Source: an optimization exercise on an open RTL-to-GDS flow (aim: small area, a short achievable clock period and few clock cycles). Production flows keep margins and buffers that such runs may drop.
In this exercise RTL edits were held to simulation tests only and were not proved equivalent to the original.
No activity file was given, so power comes from the tool's default toggle rates.

==> flow/design.v <==
`timescale 1ns / 1ps
module md5(
    input clk,
    input reset,
    input [0:8*8-1] input_num,
    input input_valid,
    output  [0:128-1] output_hash,
    output  output_valid
);
localparam [2:0] S_WAIT = 3'b000, S_CAL_F = 3'b001, S_ROTATE = 3'b010,S_ADD = 3'b011, S_DONE = 3'b100;  
localparam [0:32*64 -1] r ={
    32'd7, 32'd12, 32'd17, 32'd22, 32'd7, 32'd12, 32'd17, 32'd22, 32'd7, 32'd12, 32'd17, 32'd22, 32'd7, 32'd12, 32'd17, 32'd22,
    32'd5, 32'd9  , 32'd14, 32'd20, 32'd5,  32'd9 , 32'd14, 32'd20, 32'd5, 32'd9  , 32'd14, 32'd20, 32'd5,  32'd9 , 32'd14, 32'd20,
    32'd4, 32'd11, 32'd16, 32'd23, 32'd4, 32'd11, 32'd16, 32'd23, 32'd4, 32'd11, 32'd16, 32'd23, 32'd4, 32'd11, 32'd16, 32'd23,
    32'd6, 32'd10, 32'd15, 32'd21, 32'd6, 32'd10, 32'd15, 32'd21, 32'd6, 32'd10, 32'd15, 32'd21, 32'd6, 32'd10, 32'd15, 32'd21
};
localparam [0:32*64-1]k = {
    32'hd76aa478, 32'he8c7b756, 32'h242070db, 32'hc1bdceee,
    32'hf57c0faf, 32'h4787c62a, 32'ha8304613, 32'hfd469501,
    32'h698098d8, 32'h8b44f7af, 32'hffff5bb1, 32'h895cd7be,
    32'h6b901122, 32'hfd987193, 32'ha679438e, 32'h49b40821,
    32'hf61e2562, 32'hc040b340, 32'h265e5a51, 32'he9b6c7aa,
    32'hd62f105d, 32'h02441453, 32'hd8a1e681, 32'he7d3fbc8,
    32'h21e1cde6, 32'hc33707d6, 32'hf4d50d87, 32'h455a14ed,
    32'ha9e3e905, 32'hfcefa3f8, 32'h676f02d9, 32'h8d2a4c8a,
    32'hfffa3942, 32'h8771f681, 32'h6d9d6122, 32'hfde5380c,
    32'ha4beea44, 32'h4bdecfa9, 32'hf6bb4b60, 32'hbebfbc70,
    32'h289b7ec6, 32'heaa127fa, 32'hd4ef3085, 32'h04881d05,
    32'hd9d4d039, 32'he6db99e5, 32'h1fa27cf8, 32'hc4ac5665,
    32'hf4292244, 32'h432aff97, 32'hab9423a7, 32'hfc93a039,
    32'h655b59c3, 32'h8f0ccc92, 32'hffeff47d, 32'h85845dd1,
    32'h6fa87e4f, 32'hfe2ce6e0, 32'ha3014314, 32'h4e0811a1,
    32'hf7537e82, 32'hbd3af235, 32'h2ad7d2bb, 32'heb86d391
};
localparam [31:0] h0 = 32'h67452301;
localparam [31:0] h1 = 32'hefcdab89;
localparam [31:0] h2 = 32'h98badcfe;
localparam [31:0] h3 = 32'h10325476;
reg [31:0] a, b, c, d, f, g, temp, temp2,temp3;
reg cal_done, cal_start;
reg [0:512-1] msg;
integer shift_amt, idx;
reg [2:0] P, P_next;
wire finished;
reg [0:128-1]  output_temp;
assign output_valid = cal_done;
assign output_hash = {  output_temp[24+:8], output_temp[16+:8], output_temp[8+:8], output_temp[0+:8],
                        output_temp[56+:8], output_temp[48+:8], output_temp[40+:8], output_temp[32+:8],
                        output_temp[88+:8], output_temp[80+:8], output_temp[72+:8], output_temp[64+:8],
                        output_temp[120+:8], output_temp[112+:8], output_temp[104+:8], output_temp[96+:8]};
assign finished = (idx >= 64);
always @(posedge clk) begin
  if (reset) output_temp <=0;
  else output_temp <= {h0+a, h1+b, h2+c, h3+d};
end
always @(posedge clk) begin
    if (reset)begin
        cal_start <= 0;
        msg <= 0;
    end
    else if (input_valid == 1)begin
        msg[0:(8*8)-1] <= {input_num[8*3+:8],input_num[8*2+:8],input_num[8*1+:8],input_num[8*0+:8],
                                        input_num[8*7+:8],input_num[8*6+:8],input_num[8*5+:8],input_num[8*4+:8]};
        msg[(32*2)+:32] <= 32'd128;
        msg[(32*14)+:32] <= 32'd64;
        cal_start <=1;
    end
    else if (P == S_DONE)begin
        cal_start <=0;
    end
end
always @(posedge clk) begin
    if (reset)begin
        f <=0;
        g<=0;
    end
    else if(P == S_CAL_F && !finished) begin
        shift_amt <= r[(idx*32)+:32];
        if(idx<16)begin
            f  <= (b & c) | ((~b) & d);
            g <= idx;
        end
        else if (idx<32)begin
            f <= (d & b) | ((~d) & c);
            g <= (5*idx + 1) % 16;
        end
        else if (idx<48)begin
            f <= b ^ c ^ d;
            g <= (3*idx + 5) % 16;  
        end
        else if (idx<64)begin
            f <= c ^ (b | (~d));
            g <= (7*idx) % 16;
        end
    end
end
reg [63:0] sum;
always @(posedge clk) begin
    if (reset)begin
        temp <= 0;
    end
    else if(P == S_ROTATE && !finished)begin
        temp <=  a+ f+  k[(idx*32)+:32]+ msg[(g*32)+:32];
    end
end
reg [31:0] d_temp;
always @(posedge clk) begin
    if (reset)begin
        idx <= 0;
        a <= h0;
        b <= h1;
        c <= h2;
        d <= h3;
    end
    else if(P == S_ADD&& !finished) begin
        d<=c;
        c<=b;
        b<= b + (   (temp<<shift_amt) | (temp>>(32-shift_amt) )  );
        a<= d;
        idx <=idx +1;
    end
end
always @(posedge clk) begin
    if (reset) cal_done <= 0;
    else if(idx >= 64) cal_done <= 1;
end
always @(posedge clk) begin
  if (reset) P <= S_WAIT;
  else P <= P_next;
end
always @(*) begin
    case (P)
        S_WAIT:
            if(cal_start) P_next = S_CAL_F;
            else P_next = S_WAIT;
        S_CAL_F:
            P_next = S_ROTATE;
        S_ROTATE:
            P_next = S_ADD;
        S_ADD:
            if (idx <= 64) P_next = S_CAL_F;
            else P_next = S_DONE;
        S_DONE:
            P_next = S_WAIT;
        default:
            P_next = S_WAIT;
    endcase
end
endmodule
==> flow/run.sh <==
#!/bin/bash
# synth_recipe.tcl (not shown) runs the flow's synth.tcl, then flattens the netlist and writes it again
# the make line also repeats each setting of config.mk as NAME=value (left out here)
make -C /OpenROAD-flow-scripts/flow DESIGN_CONFIG=/design/flow/config.mk WORK_HOME=/design/flow/orfs CLKGATE_MAP_FILE= SYNTH_SCRIPT=/design/flow/synth_recipe.tcl finish
==> flow/config.mk <==
export PLATFORM = sky130hd
export DESIGN_NAME = md5
export DESIGN_NICKNAME = md5
export VERILOG_FILES = /design/flow/design.v
export SDC_FILE = /design/flow/constraint.sdc
export NUM_CORES = 4
export LEC_CHECK = 0
export CAP_MARGIN = 20
export CORE_MARGIN = 2
export CORE_UTILIZATION = 40
export SLEW_MARGIN = 20
==> flow/constraint.sdc <==
create_clock -name core_clock -period 8.5 [get_ports {clk}]
set_input_delay 1.7000 -clock core_clock [delete_from_list [all_inputs] [get_ports {clk}]]
set_output_delay 1.7000 -clock core_clock [all_outputs]
set_load 0.01 [all_outputs]
==> run notes <==
## placed cells by master (no fill, tap or decap), drive strengths merged, types with 64 or more instances in the layout
cell type | Yosys | routed
a21oi | 463 | 463
buf | 75 | 64
clkbuf | 249 | 64
clkdlybuf4s50 | 0 | 193
dfxtp | 428 | 428
fa | 91 | 91
ha | 278 | 278
inv | 241 | 245
mux2i | 134 | 134
nand2 | 562 | 562
nand3 | 96 | 96
nor2 | 457 | 457
nor3 | 65 | 65
o211ai | 69 | 69
o21ai | 240 | 240
xnor2 | 165 | 165
## worst register-to-register path, cell delays in order (launching register included)
cell and delay (ns):
sky130_fd_sc_hd__dfxtp_1 0.76, sky130_fd_sc_hd__clkinv_1 0.76, sky130_fd_sc_hd__nor2_1 0.32, sky130_fd_sc_hd__nor2_1 0.07, sky130_fd_sc_hd__o21ai_0 0.15, sky130_fd_sc_hd__o21ai_0 0.09, sky130_fd_sc_hd__a2111oi_0 0.78, sky130_fd_sc_hd__o21ai_0 0.27
sky130_fd_sc_hd__fa_1 0.53, sky130_fd_sc_hd__inv_1 0.05, sky130_fd_sc_hd__fa_1 0.54, sky130_fd_sc_hd__ha_1 0.19, sky130_fd_sc_hd__inv_1 0.06, sky130_fd_sc_hd__fa_1 0.37, sky130_fd_sc_hd__nor2b_1 0.19, sky130_fd_sc_hd__o31a_1 0.20
sky130_fd_sc_hd__o31ai_1 0.11, sky130_fd_sc_hd__a21oi_1 0.34, sky130_fd_sc_hd__a31o_2 0.28, sky130_fd_sc_hd__a41o_1 0.23, sky130_fd_sc_hd__a31oi_1 0.12, sky130_fd_sc_hd__o21ai_0 0.24, sky130_fd_sc_hd__xnor2_1 0.10, sky130_fd_sc_hd__o31ai_1 0.20
## state kept, by name (all words and copies together), names as in the netlist
name         flops
f               32
idx             32
P                3
c               32
temp            32
a               32
cal_done         1
d               32
b               32
g                6
output_temp    128
shift_amt        5
msg             65
cal_start        1
## kinds of logic after synthesis
logic type / count (synthesis)
AND/OR/NAND/NOR: 1360
AO/OA/AOI/OAI: 1170
buffers and inverters: 570
flip-flops: 433
adder cells (fa/ha/maj): 387
multiplexers: 228
XOR/XNOR: 211
## power by group
group | total [mW] | internal, mW | switching, mW
Combinational | 2.52 | 1.07 | 1.44
Clock | 2.42 | 1.41 | 1.01
Sequential | 2.48 | 2.21 | 0.266
Total | 7.41 | 4.69 | 2.72
## final cells by class
cell class	instances	area, µm²
Fill cell	8455	46200
Multi-Input combinational cell	3356	23400
Sequential cell	433	8730
Timing Repair Buffer	257	2460
Tap cell	1144	1430
Clock buffer	64	1410
Inverter	246	923
Clock inverter	31	452
## worst paths after layout
kind,slack (ns),from,cells after the start,to
worst max-delay path,1.46,idx[4],23,temp[31]
worst max register to register,1.46,idx[4],23,temp[31]
worst min-delay path,0.46,a[11],2,a[11]
worst min register to register,0.46,a[11],2,a[11]
## routing by layer
metal | routed length [µm] | global-route usage | vias to the layer above
met5 | 0 | 0 | -
met4 | 5990 | 0.120 | 0
met3 | 7650 | 0.0362 | 252
met2 | 56600 | 0.443 | 1163
met1 | 51300 | 0.347 | 15000
li1 | - | - | 15300
==> summary.txt <==
Final layout
  – Fraction of final layout cells with drive strength greater than 1: 0.0718
  – Fraction of the core area covered by cells at the end of the flow: 0.457
  – Count of inserted antenna diode cells: 0
  – Relative area change from synthesis to final layout: 13.3%
  – Post-layout instance count excluding filler cells: 5531
  – Number of nets in the final layout: 4781
  – Final instance area: 38800 µm²

Place
  – Post-Place Cells: 5436
  – Total cell area at the placement stage: 37000 µm²
  – Port Buffers: 195
  – HPWL after detailed placement: 90.3 mm
  – Worst setup timing slack at the placement stage: 1.66 ns
  – Final estimated routing congestion in global placement: 0.981

Synthesis
  – Primary flip-flop cell chosen by synthesis mapping: sky130_fd_sc_hd__dfxtp_1
  – Most used standard cell by instance count after synthesis: sky130_fd_sc_hd__nand2_1
  – Post-synth net total: 4795
  – Top cell type by total area after synthesis: sky130_fd_sc_hd__dfxtp_1
  – Number of distinct standard cells referenced by the synthesized netlist: 93
  – Dominant cells by area after synthesis: sky130_fd_sc_hd__dfxtp_1, sky130_fd_sc_hd__ha_1, sky130_fd_sc_hd__a21oi_1
  – Average instance area after synthesis: 7.87 µm²
  – Synth top cells by count: sky130_fd_sc_hd__nand2_1, sky130_fd_sc_hd__a21oi_1, sky130_fd_sc_hd__nor2_1
  – Synthesized-area fraction occupied by ao, oa, aoi and oai cells: 0.211
  – Async S/R FF share, synth: 0
  – Sequential fraction of the synthesis area: 0.254
  – Dominant combinational cell family by area after synthesis: compound AO/OA/AOI/OAI gates
  – Number of flip-flops and latches in the synthesized netlist: 433
  – Cell area after synthesis: 34300 µm²
  – XOR/XNOR Fraction of Synth Area: 0.0543
  – Number of enable flip-flop cells after synthesis: 5
  – Post-synthesis cell count: 4359
  – Post-Synth Adder-Cell Area: 0.160
  – Area share of the largest cell type after synthesis: 0.250
  – Post-synthesis share of cell area spent on and, or, nand and nor gates: 0.172
  – Multiplexer share of the synthesized area: 0.0849
  – Count of yosys warnings during synthesis: 1

Clocking
  – Number of clock sinks seen by CTS: 433
  – Post-CTS repair timing setup buffer count: 0
  – Longest Clk Path Bufs: 3
  – Deepest level of the CTS H-tree: 2
  – Post-CTS Hold Buffers: 0
  – Clk Tree Root Cell: sky130_fd_sc_hd__clkbuf_16
  – Clock slew seen by the registers of the worst setup and hold paths: 0.07 ns
  – Clock latency at the later pin of the worst-skew pair: 0.67 ns
  – Number of gates given a new drive strength after cts: 0
  – CTS buffer count: 51
  – Clock tree from TritonCTS: built

STA
  – RSZ-0062 raised after global routing: false
  – Setup TNS after final layout: 0 ns
  – Layout Skew: 0.0583 ns
  – Achievable clock frequency: 142 MHz
  – Final Max Slew Viols: 0
  – Actual transition at the worst max-transition pin: 1.05 ns
  – Final setup violating endpoints: 0
  – Final-report hold violation count: 0
  – Post-layout worst setup margin: 1.46 ns
  – Minimum hold slack: 0.458 ns
  – Post-layout minimum cycle time: 7.04 ns
  – Final worst path period share: 0.828
  – Max transition margin: 0.299

Floorplanning
  – Starting Density: 0.403
  – Floorplan die area: 88100 µm²
  – Area of the core region: 85000 µm²
  – Floorplan die width: 297 µm
  – Die Y-Extent: 297 µm
  – I/O pin total: 196
  – Row Count: 107

Route
  – Routed Antenna Nets: 0
  – Via count: 31700
  – Wire length reported by the detailed router: 122 mm
  – Via count normalized by instance count: 5.73
  – Length of the first detailed-routing pass in iterations: 6
  – Starting DRC count in detailed routing: 2682
  – Detailed-route DRC error count: 0
  – Routed wire length per instance: 22.0 µm

Global route
  – Global-route wire length before repair: 186 mm
  – Initial antenna violation count: 6
  – Number of global-route vias before repair: 30200
  – All-layer global routing usage: 0.268
  – Total grt overflow: 0
  – Pin count of the biggest net entering global routing: 165

Pwr
  – Static leakage: 16.2 nW
  – Overall power consumption: 7.41 mW
  – Total power density per cell area: 191 nW/µm²
  – Max VDD drop: 0.162 mV

Setup path
  – CP Data Required Time: 9.04 ns
  – Critical path type: reg2reg
  – Worst path buffer plus inverter count: 3
  – Critical-path cell list: clkinv_1 > nor2_1 > nor2_1 > o21ai_0 > o21ai_0 > a2111oi_0 > o21ai_0 > fa_1 > inv_1 > fa_1 > ha_1 > inv_1 > fa_1 > nor2b_1 > o31a_1 > o31ai_1 > a21oi_1 > a31o_2 > a41o_1 > a31oi_1 > o21ai_0 > xnor2_1 > o31ai_1
  – Top Family by Delay on Critical Path: compound AO/OA/AOI/OAI gates
  – Arrival time reported for the critical path endpoint: 7.58 ns
  – CP Launch Type: flop
  – Most frequent cell on the critical path: sky130_fd_sc_hd__o21ai_0
  – Peak fanout along the critical path: 18
  – Type of element capturing the critical path: flop
  – Delay of the slowest cell on the worst path: 0.78 ns
  – Cell with the largest stage delay on the worst path: sky130_fd_sc_hd__a2111oi_0

Hold path
  – Type of the tightest min-delay check: reg2reg

Status
  – Outcome: no timing/DRC/antenna violations

Flow run
  – Max cap viols: 0
Testbench counts, summed over its fixed seeds: cycles 156,800.

[afterwards: timing with drivers on the ports]
No port has a modelled driver above. Below, the same layout with a new extraction and two added sets of constraints.
Step 1 sets driving cells, clkbuf_16 on the clock port and buf_2 on the other inputs (assumed; they add their load-dependent delay and slew).
Step 2, shift: input delay + t, output delay - t, t = (earliest + latest rising clock arrival at the registers) / 2. This alone moves slack from input paths to output paths.
Slacks: ideal / step 1 / step 2; pairs: ideal / step 1.
t, ns: 0.710
setup slack, ns: 1.461 / 1.461 / 1.461
worst hold slack (ns): 0.458 / 0.458 / 0.458
worst data-port slew with drivers (ns): 0.07
cell pins on the clock port's net: 1
After both steps setup and hold are still met in this run. For this run, drivers alone change the setup slack by 0.000 ns; drivers and shift together by 0.000 ns.
